Source: an optimization exercise on an open RTL-to-GDS flow (aim: small area). Production flows keep margins and buffers that such runs may drop.
In this exercise RTL edits were held to simulation tests only and were not proved equivalent to the original.
Power is estimated from default activity; no workload was simulated.

`config.mk`:
```
export PLATFORM = sky130hd
export DESIGN_NAME = uy
export DESIGN_NICKNAME = uy
export VERILOG_FILES = /design/flow/design.v
export SDC_FILE = /design/flow/constraint.sdc
export NUM_CORES = 4
export LEC_CHECK = 0
export CAP_MARGIN = 20
export CORE_MARGIN = 2
export CORE_UTILIZATION = 40
export SLEW_MARGIN = 20
```
`constraint.sdc`:
```
create_clock -name core_clock -period 10.0 [get_ports {clk}]
set_input_delay 2.0000 -clock core_clock [delete_from_list [all_inputs] [get_ports {clk}]]
set_output_delay 2.0000 -clock core_clock [all_outputs]
set_load 0.01 [all_outputs]
```
`design.v`:
```
module uy(counter1,counter2,counter3,counter4,counter5,counter6,counter7,counter8,control,control2,control3,control4,display,display2,display3,display4,clk,reset,s1,s2,s3,s4,s5,s6,s7,s8,s9);
input clk,reset,s1,s2,s3,s4,s5,s6,s7,s8,s9;
output [3:0] control;
output [3:0] control2;
output [3:0] control3;
output [3:0] control4;
output [7:0] display;
output [7:0] display2;
output [7:0] display3;
output [7:0] display4;
output [3:0] counter1;
output [3:0] counter2;
output [3:0] counter3;
output [3:0] counter4;
output [3:0] counter5;
output [4:0] counter6;
output [4:0] counter7;
output [4:0] counter8;
reg [4:0] t;
wire tick = (t == 5'd9);
always @(posedge clk)
  if (reset || t == 5'd19) t <= 5'd0;
  else t <= t + 5'd1;
reg [2:0] k;
reg [2:0] f;
reg [4:0] c6, c7, c8;
reg [3:0] ctl1, ctl2, ctl3, ctl4;
reg [7:0] d1;
reg [7:0] d2, d3, d4;
wire [2:0] k1 = k + 3'd1;
assign counter1 = {1'b0, (f == 3'd1) ? k1 : k};
assign counter2 = {1'b0, (f == 3'd2) ? k1 : k};
assign counter3 = {1'b0, (f == 3'd3) ? k1 : k};
assign counter4 = {1'b0, (f == 3'd4) ? k1 : k};
assign counter5 = c7[3:0];
assign counter6 = c6;
assign counter7 = c7;
assign counter8 = c8;
assign control = ctl1;
assign control2 = ctl2;
assign control3 = ctl3;
assign control4 = ctl4;
assign display = d1;
assign display2 = d2;
assign display3 = d3;
assign display4 = d4;
wire en = tick & s1;
wire [4:0] n6 = c6 + 5'd1;
wire [4:0] n7 = c7 + 5'd1;
wire [4:0] n8 = c8 + 5'd1;
wire kz = (k == 3'd0);
reg [2:0] nk, nf;
reg [4:0] m6, m8;
reg [3:0] nc1, nc2, nc3, nc4;
reg [7:0] nd1, nd2, nd3, nd4;
reg rest;
always @* begin
  nk = k1; nf = f; m6 = n6; m8 = n8;
  nc1 = ctl1; nc2 = ctl2; nc3 = ctl3; nc4 = ctl4;
  nd1 = d1; nd2 = d2; nd3 = d3; nd4 = d4;
  rest = 1'b0;
  if (kz && f != 3'd1 && s2) begin nk = 3'd0; nf = 3'd1; end
  else if (kz && f != 3'd2 && s3) begin nk = 3'd0; nf = 3'd2; end
  else if (kz && f != 3'd3 && s4) begin nk = 3'd0; nf = 3'd3; end
  else if (kz && f != 3'd4 && s5) begin nk = 3'd0; nf = 3'd4; end
  else if (k == 3'd4 || (k == 3'd3 && f == 3'd1)) begin nk = 3'd0; nf = 3'd0; end
  else if (s6 && n7[3:0] < 4'd10) begin
    case (n7[3:0])
      4'd0: begin nc1 = 4'b0111; nd1 = 8'b11111100; end
      4'd1: begin nc1 = 4'b0111; nd1 = 8'b01100000; end
      4'd2: begin nc1 = 4'b1011; nd1 = 8'b11011010; end
      4'd3: begin nc1 = 4'b1101; nd1 = 8'b11110010; end
      4'd4: begin nc1 = 4'b1110; nd1 = 8'b01100110; end
      4'd5: begin nc1 = 4'b1110; nd1 = 8'b01100110; end
      4'd6: begin nc1 = 4'b1101; nd1 = 8'b11110010; end
      4'd7: begin nc1 = 4'b1011; nd1 = 8'b11011010; end
      4'd8: begin nc1 = 4'b0111; nd1 = 8'b01100000; end
      default: ;
    endcase
  end
  else if (s7 && n6 < 5'd18) begin
    if (n6 < 5'd5) begin
      nd1 = 8'b00000010;
      case (n6[2:0])
        3'd0, 3'd1: nc1 = 4'b0111;
        3'd2: nc1 = 4'b1011;
        3'd3: nc1 = 4'b1101;
        default: nc1 = 4'b1110;
      endcase
    end else begin
      nc1 = 4'b1111;
      if (n6 < 5'd9) begin
        nd2 = 8'b00000010;
        case (n6)
          5'd5: nc2 = 4'b0111;
          5'd6: nc2 = 4'b1011;
          5'd7: nc2 = 4'b1101;
          default: nc2 = 4'b1110;
        endcase
      end else begin
        nc2 = 4'b1111;
        if (n6 < 5'd13) begin
          nd3 = 8'b00000010;
          case (n6)
            5'd9: nc3 = 4'b0111;
            5'd10: nc3 = 4'b1011;
            5'd11: nc3 = 4'b1101;
            default: nc3 = 4'b1110;
          endcase
        end else begin
          nc3 = 4'b1111;
          nd4 = 8'b00000010;
          case (n6)
            5'd13: nc4 = 4'b0111;
            5'd14: nc4 = 4'b1011;
            5'd15: nc4 = 4'b1101;
            5'd16: nc4 = 4'b1110;
            default: begin nc4 = 4'b1111; m6 = 5'd0; end
          endcase
        end
      end
    end
  end
  else if (s8 && n7 < 5'd18) begin
    if (n7 < 5'd5) begin
      nd1 = (n7 == 5'd2 || n7 == 5'd4) ? 8'b00111010 : 8'b11000110;
      case (n7[2:0])
        3'd0, 3'd1: nc1 = 4'b0111;
        3'd2: nc1 = 4'b1011;
        3'd3: nc1 = 4'b1101;
        default: nc1 = 4'b1110;
      endcase
    end else begin
      nc1 = 4'b1111;
      if (n7 < 5'd9) begin
        nd2 = n7[0] ? 8'b11000110 : 8'b00111010;
        case (n7)
          5'd5: nc2 = 4'b0111;
          5'd6: nc2 = 4'b1011;
          5'd7: nc2 = 4'b1101;
          default: nc2 = 4'b1110;
        endcase
      end else begin
        nc2 = 4'b1111;
        if (n7 < 5'd13) begin
          nd3 = n7[0] ? 8'b11000110 : 8'b00111010;
          case (n7)
            5'd9: nc3 = 4'b0111;
            5'd10: nc3 = 4'b1011;
            5'd11: nc3 = 4'b1101;
            default: nc3 = 4'b1110;
          endcase
        end else begin
          nc3 = 4'b1111;
          case (n7)
            5'd13: begin nc4 = 4'b0111; nd4 = 8'b11000110; end
            5'd14: begin nc4 = 4'b1011; nd4 = 8'b00111010; end
            5'd15: begin nc4 = 4'b1101; nd4 = 8'b11000110; end
            5'd16: begin nc4 = 4'b1110; nd4 = 8'b00111010; end
            default: begin nc4 = 4'b1111; nd4 = 8'b00000010; m6 = 5'd0; end
          endcase
        end
      end
    end
  end
  else if (s9 && n8 < 5'd19) begin
    case (n7)
      5'd0: begin nc1 = 4'b0111; nd1 = 8'b00001000; end
      5'd1: begin nc1 = 4'b0111; nd1 = 8'b00001000; end
      5'd2: begin nc1 = 4'b0111; nd1 = 8'b00000100; end
      5'd3: begin nc1 = 4'b0111; nd1 = 8'b10000000; end
      5'd4: begin nc1 = 4'b0111; nd1 = 8'b01000000; end
      5'd5: begin nc1 = 4'b0111; nd1 = 8'b00100000; end
      5'd6: begin nc1 = 4'b1011; nd1 = 8'b00000100; end
      5'd7: begin nc1 = 4'b1011; nd1 = 8'b10000000; end
      5'd8: begin nc1 = 4'b1011; nd1 = 8'b01000000; end
      5'd9: begin nc1 = 4'b1101; nd1 = 8'b00100000; end
      5'd10: begin nc1 = 4'b1101; nd1 = 8'b00000100; end
      5'd11: begin nc1 = 4'b1101; nd1 = 8'b10000000; end
      5'd12: begin nc1 = 4'b1101; nd1 = 8'b01000000; end
      5'd13: begin nc1 = 4'b1101; nd1 = 8'b00100000; end
      5'd14: begin nc1 = 4'b1110; nd1 = 8'b00100000; end
      5'd15: begin nc1 = 4'b1110; nd1 = 8'b00000100; end
      5'd16: begin nc1 = 4'b1110; nd1 = 8'b10000000; end
      5'd17: begin nc1 = 4'b1110; nd1 = 8'b01000000; end
      5'd18: begin nc1 = 4'b1110; nd1 = 8'b00100000; m8 = 5'd0; end
      default: ;
    endcase
  end
  case (nf)
    3'd1: nc1 = 4'b0111;
    3'd2: nc1 = 4'b1011;
    3'd3: nc1 = 4'b1101;
    3'd4: nc1 = 4'b1110;
    default: ;
  endcase
  if (nf != 3'd0)
    case (nk)
      3'd0: nd1 = 8'b11111110;
      3'd1, 3'd2, 3'd4: nd1 = 8'b10011100;
      default: nd1 = 8'b11111100;
    endcase
end
always @(posedge clk) begin
  if (reset) begin
    k <= 3'd0; f <= 3'd0; c6 <= 5'd0; c7 <= 5'd0; c8 <= 5'd0;
    ctl1 <= 4'b1111; ctl2 <= 4'b1111; ctl3 <= 4'b1111; ctl4 <= 4'b1111;
    d1 <= 8'd0; d2 <= 8'd0; d3 <= 8'd0; d4 <= 8'd0;
  end else if (en) begin
    k <= nk; f <= nf; c6 <= m6; c7 <= n7; c8 <= m8;
    ctl1 <= nc1; ctl2 <= nc2; ctl3 <= nc3; ctl4 <= nc4;
    d1 <= nd1; d2 <= nd2; d3 <= nd3; d4 <= nd4;
  end
end
endmodule
```
`run.sh`:
```
#!/bin/bash
# synth_recipe.tcl (not shown) runs the flow's synth.tcl, then flattens the netlist and writes it again
# the make line also repeats each setting of config.mk as NAME=value (left out here)
make -C /OpenROAD-flow-scripts/flow DESIGN_CONFIG=/design/flow/config.mk WORK_HOME=/design/flow/orfs CLKGATE_MAP_FILE= SYNTH_SCRIPT=/design/flow/synth_recipe.tcl finish
```
==> results.yml <==
power_and_ir_drop:
  sw_frac_of_total_pct: 23.3
  ir_worst_vdd_v: 0.0000814
  leakage_power_nw: 2.41
  cell_internal_pwr_mw: 0.470
  comb_power_share_pct: 6.8
  net-switching-power_mw: 0.143
  power.clock.fraction_pct: 55.1
  sequentialPowerShare_pct: 38.1
  cellPowerDensity_nw_per_um2: 97.8
  fin_total_pwr_mw: 0.613
place:
  dp.cells: 917
  count_of_buffers_inserted_at_the_top_level_ports: 85
  placement.cell_area_um2: 5950
  place_congestion: 0.989
  post-dp-hpwl_mm: 12.9
  placement.setup.worst_slack_ns: 5.11
logic_synthesis:
  yosys.area_share.adder_pct: 3.87
  post_synth_mux_area_share_pct: 3.55
  yosys.area.top_type: "dfxtp_1"
  ys_seq_area_share_pct: 22.4
  synth_compound_area_share_pct: 29.6
  ys_ff_latch: 58
  synth.area.top_cells: "dfxtp_1, nand2_1, nor2_1, a21oi_1, o21ai_0"
  synth_async_sr_flop_share_pct: 0
  post_synth_xor_area_fraction_pct: 3.22
  synth_top_family_by_area: "compound AO/OA/AOI/OAI gates"
  syn_area_um2: 5170
  post-synth-top-area-fraction_pct: 22.4
  post_synthesis_cell_count: 718
  dominantRegCellSynth: "dfxtp_1"
  yosys_warnings: 1
  synth_enable_flop_cells: 0
  post_synth_and_or_nand_nor_area_fraction_pct: 27.9
  postSynthAreaPerCell_um2: 7.21
  synth_cell_types: 79
detailed_routing:
  residual_antenna_violating_net_count_after_detailed_routing: 0
  met1_length_mm: 7.68
  met3_wl_post_dr_mm: 1.14
  drtPass1Iterations: 6
  drt_first_iter_violations: 611
  drc: 0
  detail_route.wirelength_mm: 17.7
  wl_met2_mm: 8.32
  top_layer: "met5"
  detail_route.wl_per_cell_um: 19.0
  vias: 5637
  routed_via_density: 6.04
setup_path:
  max_stage_delay_ns: 0.76
  critical_path.max_fanout: 12
  worst-path-buf-inv: 1
  regToRegSetupSlack_ns: 5.98
  timing.critical_path.cells: "clkdlybuf4s50_1 > and3b_1 > a222oi_1 > o211ai_2 > nor3_4 > nand4b_4 > or2_4 > a311oi_1 > a211o_1"
  capturing_element_type_of_the_critical_path: "flop"
  crit_slowest_cell: "a222oi_1"
  cp.required_ns: 10.28
  worstSetupPathType: "in2reg"
  worst_setup_path_start_kind: "primary input"
  cpLargestDelayFamily: "compound AO/OA/AOI/OAI gates"
  crit_arrival_ns: 4.89
clock_network:
  clock_latency_ns: 0.33
  resized_gates_after_cts: 0
  hold_buffers: 0
  cts.htree.levels: 3
  clk_path_buf_depth: 2
  cts.sink_count: 58
  cts_setup_buffers: 0
  tritoncts_buffers: 9
  clk_transition_reported_paths_ns: 0.05
  tritoncts: "yes"
  clk_root_buffer_cell: "clkbuf_16"
sta:
  period_share_pct: 46.1
  max_freq_ghz: 0.217
  finalWorstSetupSlack_ns: 5.39
  setup_violations: 0
  timing.final.hold_violations: 0
  timing.max_slew.rel_slack_pct: 33.8
  worst-slew-pin-transition_ns: 0.989
  final.hold.worst_slack_ns: 0.453
  tns_ns: 0
  final.setup_skew_ns: 0.00485
  final.min_clock_period_ns: 4.61
  rsz0062_at_grt: "false"
  number_of_max_slew_violations_in_the_final_report: 0
finish:
  multi_input_comb_area_um2: 3560
  num_antenna_cells: 0
  fin_area_um2: 6270
  drive_above_1_share_pct: 6.31
  area.growth.synth_to_final_pct: 21.1
  final_cells: 933
  final_net_count: 783
  finalCoreUtilization_pct: 49.7
  number_of_filler_cells_placed_in_the_layout: 1289
  ff_latch_area_um2: 1160
global_route:
  grt_pass1_wl_mm: 28.5
  vias_in_the_first_global_route: 5327
  global_route.overflow_total: 0
  globalRouteTotalUtil_pct: 25.4
  grt_antenna_before_repair: 0
  pin_count_of_the_biggest_net_entering_global_routing: 49
die:
  die_width_um: 118
  floorplan.initialDensity_pct: 41.0
  top_level_ports: 94
  core_area_um2: 12600
  floorplan.die_area_um2: 13900
  die_h_um: 118
  placementRows: 41
run:
  maxCapViolCount: 0
worst_hold_path:
  timing.hold.worst.class: "reg2reg"
run_status:
  outcome: "complete, no violations"
==> cell type report <==
| cell class | count | share of cell area [%] |
|---|---|---|
| Tap cell | 172 | 3.43 |
| Inverter | 23 | 1.38 |
| Timing Repair Buffer | 96 | 14.8 |
| Clock inverter | 5 | 1.24 |
| Clock buffer | 11 | 3.87 |
| Sequential cell | 58 | 18.5 |
| Multi-Input combinational cell | 568 | 56.7 |
==> kinds of logic after synthesis <==
group                      count (synthesis)
muxes                                     18
xor gates and xnor gates                  19
DFF                                       58
adders and majority gates                 16
other                                      1
and+or+nand+nor                          283
AOI/OAI and AO/OA                        224
buffers and inverters                     99
==> sequential cells by signal, indices dropped and copies added (netlist names) <==
register  flops
d1            7
c6            5
c7            5
c8            5
t             5
ctl1          4
ctl2          4
ctl3          4
ctl4          4
d2            3
d3            3
d4            3
f             3
k             3
==> power groups by stage <==
stage                     Sequential (mW)  Clock (mW)  Combinational, mW
after floorplan                     0.238           0             0.0293
after global placement              0.238           0             0.0405
after detailed placement            0.238           0             0.0406
after CTS                           0.233       0.342             0.0410
after global routing                0.233       0.352             0.0456
final                               0.233       0.338             0.0416
==> routing by layer <==
layer | up-vias | track usage (%)
met5 | - | 2.21
met4 | 2 | 9.19
met3 | 38 | 5.62
met2 | 218 | 41.8
met1 | 2683 | 32.3
li1 | 2696 | -
==> placed cells by master (no fill, tap or decap), types with 8 or more instances in the layout <==
cell type / instances
mux2i_1: 15
ha_1: 16
buf_4: 11
nor2_1: 72
clkdlybuf4s50_1: 84
nor3_1: 20
nand2_1: 73
conb_1: 8
nand2b_1: 8
o211ai_1: 14
dfxtp_1: 58
clkbuf_16: 9
o31ai_1: 9
nand3b_1: 8
inv_1: 23
xnor2_1: 12
nand4_1: 9
o21ai_0: 44
a21o_1: 11
a31oi_1: 11
nor4_1: 11
nand3_1: 28
a21oi_1: 48
a311oi_1: 9
==> worst reg2reg max path, delay by kind of cell, from the launching register on <==
family,cells,cell delay (ns)
flops,1,0.70
simple gates,2,1.00
mux,2,0.42
buf+inv,1,0.15
fa+ha+maj,1,0.42
compound gates,4,1.25
==> cell usage after synthesis (all sizes together), types with 12 or more instances <==
master  instances
a21oi          48
nand3          28
inv            23
xnor2          12
mux2i          15
dfxtp          58
nor2           72
buf            28
nor3           21
ha             16
o211ai         15
nand2          73
clkbuf         48
o21ai          47
==> path summary, 6_finish.rpt <==
kind,cells past startpoint,from,end
worst max-delay path,9,s4,ctl4[0]$_SDFFE_PP1P_
worst min-delay path,2,d2[1]$_SDFFE_PP0P_,d2[1]$_SDFFE_PP0P_
worst min register to register,2,d2[1]$_SDFFE_PP0P_,d2[1]$_SDFFE_PP0P_
worst max register to register,10,c7[1]$_SDFFE_PP0P_,ctl1[2]$_SDFFE_PP1P_

[afterwards: timing with drivers on the ports]
How much do the figures lean on ideal ports? The routed layout below was timed once more, with nothing changed but the port constraints.
Step 1 assumes that a clkbuf_16 drives the clock port and a buf_2 every other input.
Step 2 adds t to the input delays and takes it off the output delays; t is the mean of the earliest and latest rising clock arrival at the registers after step 1. Input paths then give back, and output paths get back, about the clock's delay inside the block.
Three values: ideal ports, drivers, drivers and shift; two values: the first two.
t (ns): 0.372
setup WS [ns]: 5.394 / 5.405 / 5.033
worst setup path at the end: input to register
latest minus earliest clock arrival (ns): 0.005 / 0.006
After both steps setup and hold are still met in this run. For this run, drivers alone change the setup slack by +0.011 ns; drivers and shift together by -0.361 ns.
